This design comes from an exercise in tuning for small area, a short achievable clock period and few clock cycles on the open sky130 flow, not from production work. The RTL of this run was laid out without a check of its function.

`flow/run.sh`:
```
#!/bin/bash
# synth_recipe.tcl (not shown) runs the flow's synth.tcl, then flattens the netlist and writes it again
# the make line also repeats each setting of config.mk as NAME=value (left out here)
make -C /OpenROAD-flow-scripts/flow DESIGN_CONFIG=/design/flow/config.mk WORK_HOME=/design/flow/orfs CLKGATE_MAP_FILE= SYNTH_SCRIPT=/design/flow/synth_recipe.tcl finish
```
`flow/config.mk`:
```
export PLATFORM = sky130hd
export DESIGN_NAME = EC_TOP
export DESIGN_NICKNAME = EC_TOP
export VERILOG_FILES = /design/flow/design.v
export SDC_FILE = /design/flow/constraint.sdc
export NUM_CORES = 4
export LEC_CHECK = 0
export CAP_MARGIN = 20
export CORE_MARGIN = 2
export CORE_UTILIZATION = 30
export PLACE_DENSITY = 0.5
export SLEW_MARGIN = 20
```
`flow/constraint.sdc`:
```
create_clock -name core_clock -period 80.0 [get_ports {clk}]
set_input_delay 16.0000 -clock core_clock [delete_from_list [all_inputs] [get_ports {clk}]]
set_output_delay 16.0000 -clock core_clock [all_outputs]
set_load 0.01 [all_outputs]
```
`flow/design.v`:
```
module INV_IP #(parameter IP_WIDTH = 6) (
    IN_1, IN_2,
    OUT_INV
);
input      [IP_WIDTH-1:0] IN_1, IN_2;
output reg [IP_WIDTH-1:0] OUT_INV;
wire  [1:128] out;
wire  [IP_WIDTH-1:0]prime;
wire  [IP_WIDTH-1:0]x;
assign prime = (IN_1 > IN_2 ) ? IN_1 : IN_2 ;
assign x     = (IN_1 > IN_2 ) ? IN_2 : IN_1 ;
function [5:0] mod13;
    input [12:0] n;
    input [5:0]  d;
    integer k;
    reg [6:0] r;
    begin
        r = 7'd0;
        for (k = 12; k >= 0; k = k - 1) begin
            r = {r[5:0], n[k]};
            if (r >= {1'b0, d}) r = r - {1'b0, d};
        end
        mod13 = r[5:0];
    end
endfunction
genvar i ;
generate
    for(i=1; i < 64; i= i+1)begin : g_out
        wire [12:0] prod = i * x;
        assign out[i] = (mod13(prod, prime) == 6'd1) ? 1'b1 : 1'b0 ;
    end
    for(i=64; i < 128; i= i+1)begin : g_zero
        assign out[i] = 1'b0 ;
    end
endgenerate
always@(*)begin
    if(x == 1) OUT_INV = 1;
    else if(out[1  ] == 1)  OUT_INV = 1  ;
    else if(out[2  ] == 1)  OUT_INV = 2  ;
    else if(out[3  ] == 1)  OUT_INV = 3  ;
    else if(out[4  ] == 1)  OUT_INV = 4  ;
    else if(out[5  ] == 1)  OUT_INV = 5  ;
    else if(out[6  ] == 1)  OUT_INV = 6  ;
    else if(out[7  ] == 1)  OUT_INV = 7  ;
    else if(out[8  ] == 1)  OUT_INV = 8  ;
    else if(out[9  ] == 1)  OUT_INV = 9  ;
    else if(out[10 ] == 1)  OUT_INV = 10 ;
    else if(out[11 ] == 1)  OUT_INV = 11 ;
    else if(out[12 ] == 1)  OUT_INV = 12 ;
    else if(out[13 ] == 1)  OUT_INV = 13 ;
    else if(out[14 ] == 1)  OUT_INV = 14 ;
    else if(out[15 ] == 1)  OUT_INV = 15 ;
    else if(out[16 ] == 1)  OUT_INV = 16 ;
    else if(out[17 ] == 1)  OUT_INV = 17 ;
    else if(out[18 ] == 1)  OUT_INV = 18 ;
    else if(out[19 ] == 1)  OUT_INV = 19 ;
    else if(out[20 ] == 1)  OUT_INV = 20 ;
    else if(out[21 ] == 1)  OUT_INV = 21 ;
    else if(out[22 ] == 1)  OUT_INV = 22 ;
    else if(out[23 ] == 1)  OUT_INV = 23 ;
    else if(out[24 ] == 1)  OUT_INV = 24 ;
    else if(out[25 ] == 1)  OUT_INV = 25 ;
    else if(out[26 ] == 1)  OUT_INV = 26 ;
    else if(out[27 ] == 1)  OUT_INV = 27 ;
    else if(out[28 ] == 1)  OUT_INV = 28 ;
    else if(out[29 ] == 1)  OUT_INV = 29 ;
    else if(out[30 ] == 1)  OUT_INV = 30 ;
    else if(out[31 ] == 1)  OUT_INV = 31 ;
    else if(out[32 ] == 1)  OUT_INV = 32 ;
    else if(out[33 ] == 1)  OUT_INV = 33 ;
    else if(out[34 ] == 1)  OUT_INV = 34 ;
    else if(out[35 ] == 1)  OUT_INV = 35 ;
    else if(out[36 ] == 1)  OUT_INV = 36 ;
    else if(out[37 ] == 1)  OUT_INV = 37 ;
    else if(out[38 ] == 1)  OUT_INV = 38 ;
    else if(out[39 ] == 1)  OUT_INV = 39 ;
    else if(out[40 ] == 1)  OUT_INV = 40 ;
    else if(out[41 ] == 1)  OUT_INV = 41 ;
    else if(out[42 ] == 1)  OUT_INV = 42 ;
    else if(out[43 ] == 1)  OUT_INV = 43 ;
    else if(out[44 ] == 1)  OUT_INV = 44 ;
    else if(out[45 ] == 1)  OUT_INV = 45 ;
    else if(out[46 ] == 1)  OUT_INV = 46 ;
    else if(out[47 ] == 1)  OUT_INV = 47 ;
    else if(out[48 ] == 1)  OUT_INV = 48 ;
    else if(out[49 ] == 1)  OUT_INV = 49 ;
    else if(out[50 ] == 1)  OUT_INV = 50 ;
    else if(out[51 ] == 1)  OUT_INV = 51 ;
    else if(out[52 ] == 1)  OUT_INV = 52 ;
    else if(out[53 ] == 1)  OUT_INV = 53 ;
    else if(out[54 ] == 1)  OUT_INV = 54 ;
    else if(out[55 ] == 1)  OUT_INV = 55 ;
    else if(out[56 ] == 1)  OUT_INV = 56 ;
    else if(out[57 ] == 1)  OUT_INV = 57 ;
    else if(out[58 ] == 1)  OUT_INV = 58 ;
    else if(out[59 ] == 1)  OUT_INV = 59 ;
    else if(out[60 ] == 1)  OUT_INV = 60 ;
    else if(out[61 ] == 1)  OUT_INV = 61 ;
    else if(out[62 ] == 1)  OUT_INV = 62 ;
    else if(out[63 ] == 1)  OUT_INV = 63 ;
    else if(out[64 ] == 1)  OUT_INV = 64 ;
    else if(out[65 ] == 1)  OUT_INV = 65 ;
    else if(out[66 ] == 1)  OUT_INV = 66 ;
    else if(out[67 ] == 1)  OUT_INV = 67 ;
    else if(out[68 ] == 1)  OUT_INV = 68 ;
    else if(out[69 ] == 1)  OUT_INV = 69 ;
    else if(out[70 ] == 1)  OUT_INV = 70 ;
    else if(out[71] == 1)  OUT_INV =  71;
    else if(out[72] == 1)  OUT_INV =  72;
    else if(out[73] == 1)  OUT_INV =  73;
    else if(out[74] == 1)  OUT_INV =  74;
    else if(out[75] == 1)  OUT_INV =  75;
    else if(out[76] == 1)  OUT_INV =  76;
    else if(out[77] == 1)  OUT_INV =  77;
    else if(out[78] == 1)  OUT_INV =  78;
    else if(out[79] == 1)  OUT_INV =  79;
    else if(out[80] == 1)  OUT_INV =  80;
    else if(out[81] == 1)  OUT_INV =  81;
    else if(out[82] == 1)  OUT_INV =  82;
    else if(out[83] == 1)  OUT_INV =  83;
    else if(out[84] == 1)  OUT_INV =  84;
    else if(out[85] == 1)  OUT_INV =  85;
    else if(out[86] == 1)  OUT_INV =  86;
    else if(out[87] == 1)  OUT_INV =  87;
    else if(out[88] == 1)  OUT_INV =  88;
    else if(out[89] == 1)  OUT_INV =  89;
    else if(out[90] == 1)  OUT_INV =  90;
    else if(out[91 ] == 1)  OUT_INV =  91 ;
    else if(out[92 ] == 1)  OUT_INV =  92 ;
    else if(out[93 ] == 1)  OUT_INV =  93 ;
    else if(out[94 ] == 1)  OUT_INV =  94 ;
    else if(out[95 ] == 1)  OUT_INV =  95 ;
    else if(out[96 ] == 1)  OUT_INV =  96 ;
    else if(out[97 ] == 1)  OUT_INV =  97 ;
    else if(out[98 ] == 1)  OUT_INV =  98 ;
    else if(out[99 ] == 1)  OUT_INV =  99 ;
    else if(out[100] == 1)  OUT_INV =  100;
    else if(out[101] == 1)  OUT_INV =  101;
    else if(out[102] == 1)  OUT_INV =  102;
    else if(out[103] == 1)  OUT_INV =  103;
    else if(out[104] == 1)  OUT_INV =  104;
    else if(out[105] == 1)  OUT_INV =  105;
    else if(out[106] == 1)  OUT_INV =  106;
    else if(out[107] == 1)  OUT_INV =  107;
    else if(out[108] == 1)  OUT_INV =  108;
    else if(out[109] == 1)  OUT_INV =  109;
    else if(out[110] == 1)  OUT_INV =  110;
    else if(out[111] == 1)  OUT_INV = 111 ;
    else if(out[112] == 1)  OUT_INV = 112 ;
    else if(out[113] == 1)  OUT_INV = 113 ;
    else if(out[114] == 1)  OUT_INV = 114 ;
    else if(out[115] == 1)  OUT_INV = 115 ;
    else if(out[116] == 1)  OUT_INV = 116 ;
    else if(out[117] == 1)  OUT_INV = 117 ;
    else if(out[118] == 1)  OUT_INV = 118 ;
    else if(out[119] == 1)  OUT_INV = 119 ;
    else if(out[120] == 1)  OUT_INV = 120 ;
    else if(out[121] == 1)  OUT_INV =  121;
    else if(out[122] == 1)  OUT_INV =  122;
    else if(out[123] == 1)  OUT_INV =  123;
    else if(out[124] == 1)  OUT_INV =  124;
    else if(out[125] == 1)  OUT_INV =  125;
    else if(out[126] == 1)  OUT_INV =  126;
    else if(out[127] == 1)  OUT_INV =  127;
    else  OUT_INV =  0;
end
endmodule
module EC_TOP(
    clk, rst_n, in_valid,
    in_Px, in_Py, in_Qx, in_Qy, in_prime, in_a,
    out_valid, out_Rx, out_Ry
);
input clk, rst_n, in_valid;
input [6-1:0] in_Px, in_Py, in_Qx, in_Qy, in_prime, in_a;
output reg out_valid;
output reg [6-1:0] out_Rx, out_Ry;
parameter IP_WIDTH = 6;
parameter IDLE    = 4'd0; 
parameter COMPUTE_1   = 4'd1;
parameter COMPUTE_2   = 4'd2;
parameter COMPUTE_3   = 4'd3;
parameter COMPUTE_4   = 4'd4;
parameter COMPUTE_5   = 4'd5;
parameter RESULT   = 4'd6;
reg 	[3:0]current_state ;
reg		[3:0]next_state;
reg     [5:0]prime;
reg     [3:0]cnt_in;
reg     [5:0]Px,Py,Qx,Qy,a;
wire     EQUAL;
wire signed [20:0]DOWN;
wire signed [20:0]UP;
wire signed [20:0]DOWN_1;
wire signed [20:0]UP_1;
wire        [5:0]DOWN_pa ;
wire        [5:0]DOWN_INV;
reg         [5:0]DOWN_REG;
reg         [5:0]PRIME_REG;
wire        [5:0]DOWN_IP ;
wire        [5:0]prime_IP;
reg         [5:0]DOWN_RESULT;
wire        [20:0]s;  
reg         [20:0]s_REG;
wire  signed[20:0]x1,x2,x3,x4;
wire        [5:0] x5;
reg         [5:0] x5_REG;
wire  signed[20:0]y1,y2,y3,y4;
wire        [5:0] y5;
reg         [5:0] y4_REG;
assign prime_IP = PRIME_REG;
assign DOWN_IP = DOWN_REG;
INV_IP #(.IP_WIDTH(IP_WIDTH)) IV1(.IN_1(prime), .IN_2(DOWN_IP), .OUT_INV(DOWN_INV));
always@(posedge clk or negedge rst_n)begin
    if(!rst_n) DOWN_REG <= 6'b000000;
    else begin
        case(current_state)
            IDLE : DOWN_REG <= 6'b000000;
            COMPUTE_1 : DOWN_REG <= DOWN_pa;
            default :;
        endcase
    end
end
always@(posedge clk or negedge rst_n)begin
    if(!rst_n) DOWN_RESULT <= 6'b000000;
    else begin
        case(current_state)
            IDLE : DOWN_RESULT <= 6'b000000;
            COMPUTE_2 : DOWN_RESULT <= DOWN_INV;
            default :;
        endcase
    end
end
always @ (posedge clk or negedge rst_n)
begin
    if(!rst_n)  current_state <= IDLE;
    else current_state <= next_state;
end
always@(*)begin
    case(current_state)
        IDLE : begin
            if(!in_valid && cnt_in != 0) next_state = COMPUTE_1;
            else                         next_state = IDLE;
        end
        COMPUTE_1 : begin
            next_state = COMPUTE_2;
        end
        COMPUTE_2 : begin
            next_state = COMPUTE_3;
        end
        COMPUTE_3 : begin
            next_state = COMPUTE_4;
        end
        COMPUTE_4 : begin
            next_state = COMPUTE_5;
        end
        COMPUTE_5 : begin
            next_state = RESULT;
        end
        RESULT : begin
            next_state = IDLE;
        end
        default: next_state = current_state;
    endcase
end
always@(posedge clk or negedge rst_n)begin
    if(!rst_n)begin
        Px <= 6'b000000;
        Py <= 6'b000000;
    end
    else if(in_valid)begin
        Px <= in_Px;
        Py <= in_Py;
    end
    else begin
        Px <= Px;
        Py <= Py;
    end
end
always@(posedge clk or negedge rst_n)begin
    if(!rst_n)begin
        Qx <= 6'b000000;
        Qy <= 6'b000000;
    end
    else if(in_valid)begin
        Qx <= in_Qx;
        Qy <= in_Qy;
    end
    else begin
        Qx <= Qx;
        Qy <= Qy;
    end
end
always@(posedge clk or negedge rst_n)begin
    if(!rst_n)begin
        prime <= 6'b000000;
    end
    else if(in_valid)begin
        prime <= in_prime;
    end
    else begin
        prime <= prime;
    end
end
always@(posedge clk or negedge rst_n)begin
    if(!rst_n)begin
        a <= 6'b000000;
    end
    else if(in_valid)begin
        a <= in_a;
    end
    else begin
        a <= a;
    end
end
always@(posedge clk or negedge rst_n)begin
    if(!rst_n)          cnt_in <= 4'b0000;
    else if(in_valid)   cnt_in <= cnt_in + 1 ;
    else                cnt_in <= 4'b0000;
end
assign EQUAL = ((Px == Qx) && (Py == Qy)) ? 1 : 0;
assign UP    = (EQUAL == 1) ? 3*Px*Px + a  : Qy - Py;
assign DOWN  = (EQUAL == 1) ? 2*Py         : Qx - Px;
assign UP_1   = (UP < 0)   ? UP + prime : UP ;
assign DOWN_1 = (DOWN < 0) ? DOWN + prime : DOWN ;
assign DOWN_pa = DOWN_1 % prime;
assign s = (DOWN_RESULT * UP_1) % prime;
always@(posedge clk or negedge rst_n)begin
    if(!rst_n)  s_REG <= 6'b000000;
    else begin
        case(current_state)
            IDLE : s_REG <= 6'b000000;
            COMPUTE_3 : s_REG <= s;
            default:;
        endcase
    end
end
assign  x1 = s_REG*s_REG - Px;
assign  x2 = (x1 < 0 ) ? x1 + prime : x1;
assign  x3 = x2 - Qx;
assign  x4 = (x3 < 0 ) ? x3 + prime : x3;
assign  x5 = x4 % prime ;
always@(posedge clk or negedge rst_n)begin
    if(!rst_n) x5_REG <= 6'b000000;
    else begin
        case(current_state)
            IDLE : x5_REG <= 6'b000000;
            COMPUTE_4 : x5_REG <= x5;
            default:;
        endcase
    end
end
assign  y1 = Px - x5_REG ;
assign  y2 = (y1 < 0 ) ? y1 + prime : y1;
assign  y3 = s_REG * y2 - Py;
assign  y4 = (y3 < 0 ) ? y3 + prime : y3;
assign  y5 = y4 % prime ;
always@(posedge clk or negedge rst_n)begin
    if(!rst_n)begin
        out_valid <= 0 ;
    end
    else begin
    case(current_state)
        IDLE : out_valid <= 0 ;
        COMPUTE_5 : out_valid <= 1 ;
        default : out_valid <= 0 ;
    endcase
    end
end
always@(posedge clk or negedge rst_n)begin
    if(!rst_n)begin
        out_Rx <= 0 ;
    end
    else begin
    case(current_state)
        IDLE : out_Rx <= 0 ;
        COMPUTE_5 : out_Rx <= x5_REG;
        default : out_Rx <= 0 ;
    endcase
    end
end
always@(posedge clk or negedge rst_n)begin
    if(!rst_n)begin
        out_Ry <= 0 ;
    end
    else begin
    case(current_state)
        IDLE : out_Ry <= 0 ;
        COMPUTE_5 : out_Ry <= y5 ;
        default : out_Ry <= 0 ;
    endcase
    end
end
endmodule 
```
==> results_dict.tcl <==
set metrics [dict create \
    antenna_found_initial 42 \
    fin_nets 36240 \
    rsz0062_at_grt "no" \
    h-tree-depth 3 \
    layout-drive-gt1-share 0.0786 \
    synth_edf_count 0 \
    overflow 0 \
    yosysSeqAreaShare 0.00995 \
    grt_max_degree 74 \
    num_rows 327 \
    ant_nets 0 \
    clockBufferDepth 2 \
    synth_area_per_cell_um2 7.84 \
    maxCapViolCount 0 \
    required_ps 80290 \
    fin_setup_tns_ps 0 \
    ys_types 174 \
    grt_pass1_wl_um 1320000 \
    slew_viol_final 0 \
    gp_congestion 0.919 \
    cts_setup_buffers 0 \
    hpwl_um 696000 \
    yosysWarnings 2 \
    routed_wl_um 863000 \
    cts_tree "built" \
    critPathArrivalTime_ps 63320 \
    core_area_um2 793000 \
    synthArstFlopShare 1.00 \
    fillers 84076 \
    setup_viol 0 \
    layout_common_cells "ha_1 (4,414), a21oi_1 (3,285), inv_1 (2,483), nand2_1 (2,111), xnor2_1 (2,071)" \
    cpMaxStageDelayCell "nor2_1" \
    fp.dieW_um 896 \
    cts.sinks 95 \
    vias 224174 \
    seqCellArea_um2 2380 \
    dpl_cell_area_um2 256000 \
    drt-initial-drc-count 13507 \
    skew_ps 16.4 \
    ys_ff_latch 95 \
    slew_headroom 0.202 \
    syn_inst 30469 \
    io_pins 52 \
    period_share 0.788 \
    hold_class "reg -> reg" \
    dieArea_um2 803000 \
    cpPeakStageDelay_ps 800 \
    final_util 0.323 \
    clock_latency_ps 410 \
    worstSetupStartpointType "flop" \
    hold_viol 0 \
    ys.flop_type "dfrtp_1" \
    grt_pass1_vias 221445 \
    via_per_inst 5.46 \
    clk_pin_slew_ps 90 \
    grt_usage 0.208 \
    path_common_cell "o21a_1" \
    post-route-min-period_ps 63030 \
    critPathCaptureType "flop" \
    multi_input_area_um2 226000 \
    numCtsBuffers 9 \
    drc 0 \
    synth_area_um2 239000 \
    cts.repair.resized 0 \
    worstMarginPinSlew_ps 1190 \
    wl_per_cell_um 21.0 \
    crit_type "reg -> reg" \
    layout_commonest_cell "ha_1" \
    start_util 0.301 \
    cp_max_fo 17 \
    cts_root_buf "clkbuf_16" \
    hold_buffers 0 \
    post-route-cell-area_um2 256000 \
    die_height_um 896 \
    outcome "no timing/DRC/antenna violations" \
    max_freq_mhz 15.9 \
    synthToLayoutAreaGrowth_pct 7.16 \
    io_buffers 51 \
    drt_first_pass_iters 6 \
]
==> worst max-delay path: cells and delay by family, from the launching register on <==
family / cells / cell delay (ps)
buffers and inverters: 23 / 2260
multiplexers: 4 / 950
adder cells (fa/ha/maj): 33 / 11450
AND/OR/NAND/NOR: 82 / 18740
AO/OA/AOI/OAI: 130 / 27960
XOR/XNOR: 4 / 930
flip-flops: 1 / 530
==> synthesized netlist by cell type, drive strengths merged (318+ instances only) <==
cell type,instances,area share
inv,2503,0.039
fa,1233,0.10
and3,318,0.0084
clkbuf,409,0.0071
a21o,1752,0.055
o21ai,1671,0.035
ha,4425,0.23
mux2i,1127,0.047
xnor2,2079,0.076
mux2,1094,0.052
o21bai,677,0.021
nor2,1915,0.030
nand2,2140,0.034
o21a,335,0.011
nor3,453,0.0098
xor2,1194,0.044
a21oi,3327,0.070
a31oi,323,0.0085
==> registers in the layout, indices dropped and copies added (netlist names) <==
register / flops
out_Ry: 6
prime: 6
DOWN_REG: 6
out_valid: 1
out_Rx: 6
DOWN_RESULT: 6
a: 6
Qy: 6
Qx: 6
Py: 6
Px: 6
cnt_in: 4
current_state: 3
s_REG: 21
x5_REG: 6
==> routing by layer <==
| layer | wire length, µm | up-vias | track usage |
|---|---|---|---|
| met4 | 32700 | 2 | 0.0652 |
| met1 | 390000 | 108189 | 0.274 |
| li1 | - | 110525 | - |
| met3 | 35900 | 905 | 0.0148 |
| met2 | 404000 | 4553 | 0.361 |
| met5 | 13 | - | 0 |
==> layout make-up <==
class,instances,share of cell area
Sequential cell,95,0.00929
Inverter,2516,0.0370
Clock inverter,7,0.000332
Antenna cell,17,0.000166
Tap cell,10528,0.0515
Timing Repair Buffer,548,0.0173
Multi-Input combinational cell,27373,0.884
Clock buffer,9,0.000880
==> kinds of logic after synthesis <==
family,Yosys count,share of synthesized area
buf+inv,3002,0.0486
other cells,1,0.0000157
xor+xnor,3279,0.121
simple gates,6864,0.140
mux,2221,0.0989
fa+ha+maj,5665,0.335
flops,95,0.00995
compound gates,9342,0.246
==> worst paths after layout <==
| check | from | slack (ps) | to | cells past startpoint |
|---|---|---|---|---|
| min reg2reg | cnt_in[0] | 490 | cnt_in[0] | 1 |
| min in group asynchronous | rst_n | 15370 | out_Ry[5] | 1 |
| max reg2reg | Px[0] | 16970 | s_REG[20] | 276 |
| max in group asynchronous | rst_n | 63030 | DOWN_RESULT[4] | 3 |
| min | cnt_in[0] | 490 | cnt_in[0] | 1 |
| max | Px[0] | 16970 | s_REG[20] | 276 |
==> metrics by stage <==
step	instances	setup slack (ps)	hold WS, ps
after floorplan	30470	-57550	452
after global placement	41058	16530	477
after detailed placement	41059	17230	482
after CTS	41075	16910	495
after global routing	41082	10410	534
final	41093	16970	491

[afterwards: timing with drivers on the ports]
The flow's constraints put no driver on any port. The routed layout listed below was extracted and timed again, unchanged, in two steps.
Step 1 (the two cells are an assumption about what drives the block):
set clk [get_ports {clk}]
set_driving_cell -lib_cell sky130_fd_sc_hd__clkbuf_16 $clk
set_driving_cell -lib_cell sky130_fd_sc_hd__buf_2 [delete_from_list [all_inputs] $clk]
Step 2 moves the port delays by t, midway between the first and last clock arrival at a register: inputs arrive t later, outputs are due t later. That takes back most of the time a late clock gives input paths.
Three values: no drivers, after step 1, after step 2; two values: the first two.
t, ns: 0.480
setup WS [ns]: 16.973 / 16.973 / 16.973
worst hold slack (ns): 0.491 / 0.491 / 0.491
worst setup path after step 2: register to register
slew at the worst register clock pin (ns): 0.09 / 0.09
After both steps setup and hold are still met in this run. For this run, drivers alone change the setup slack by 0.000 ns; drivers and shift together by 0.000 ns.
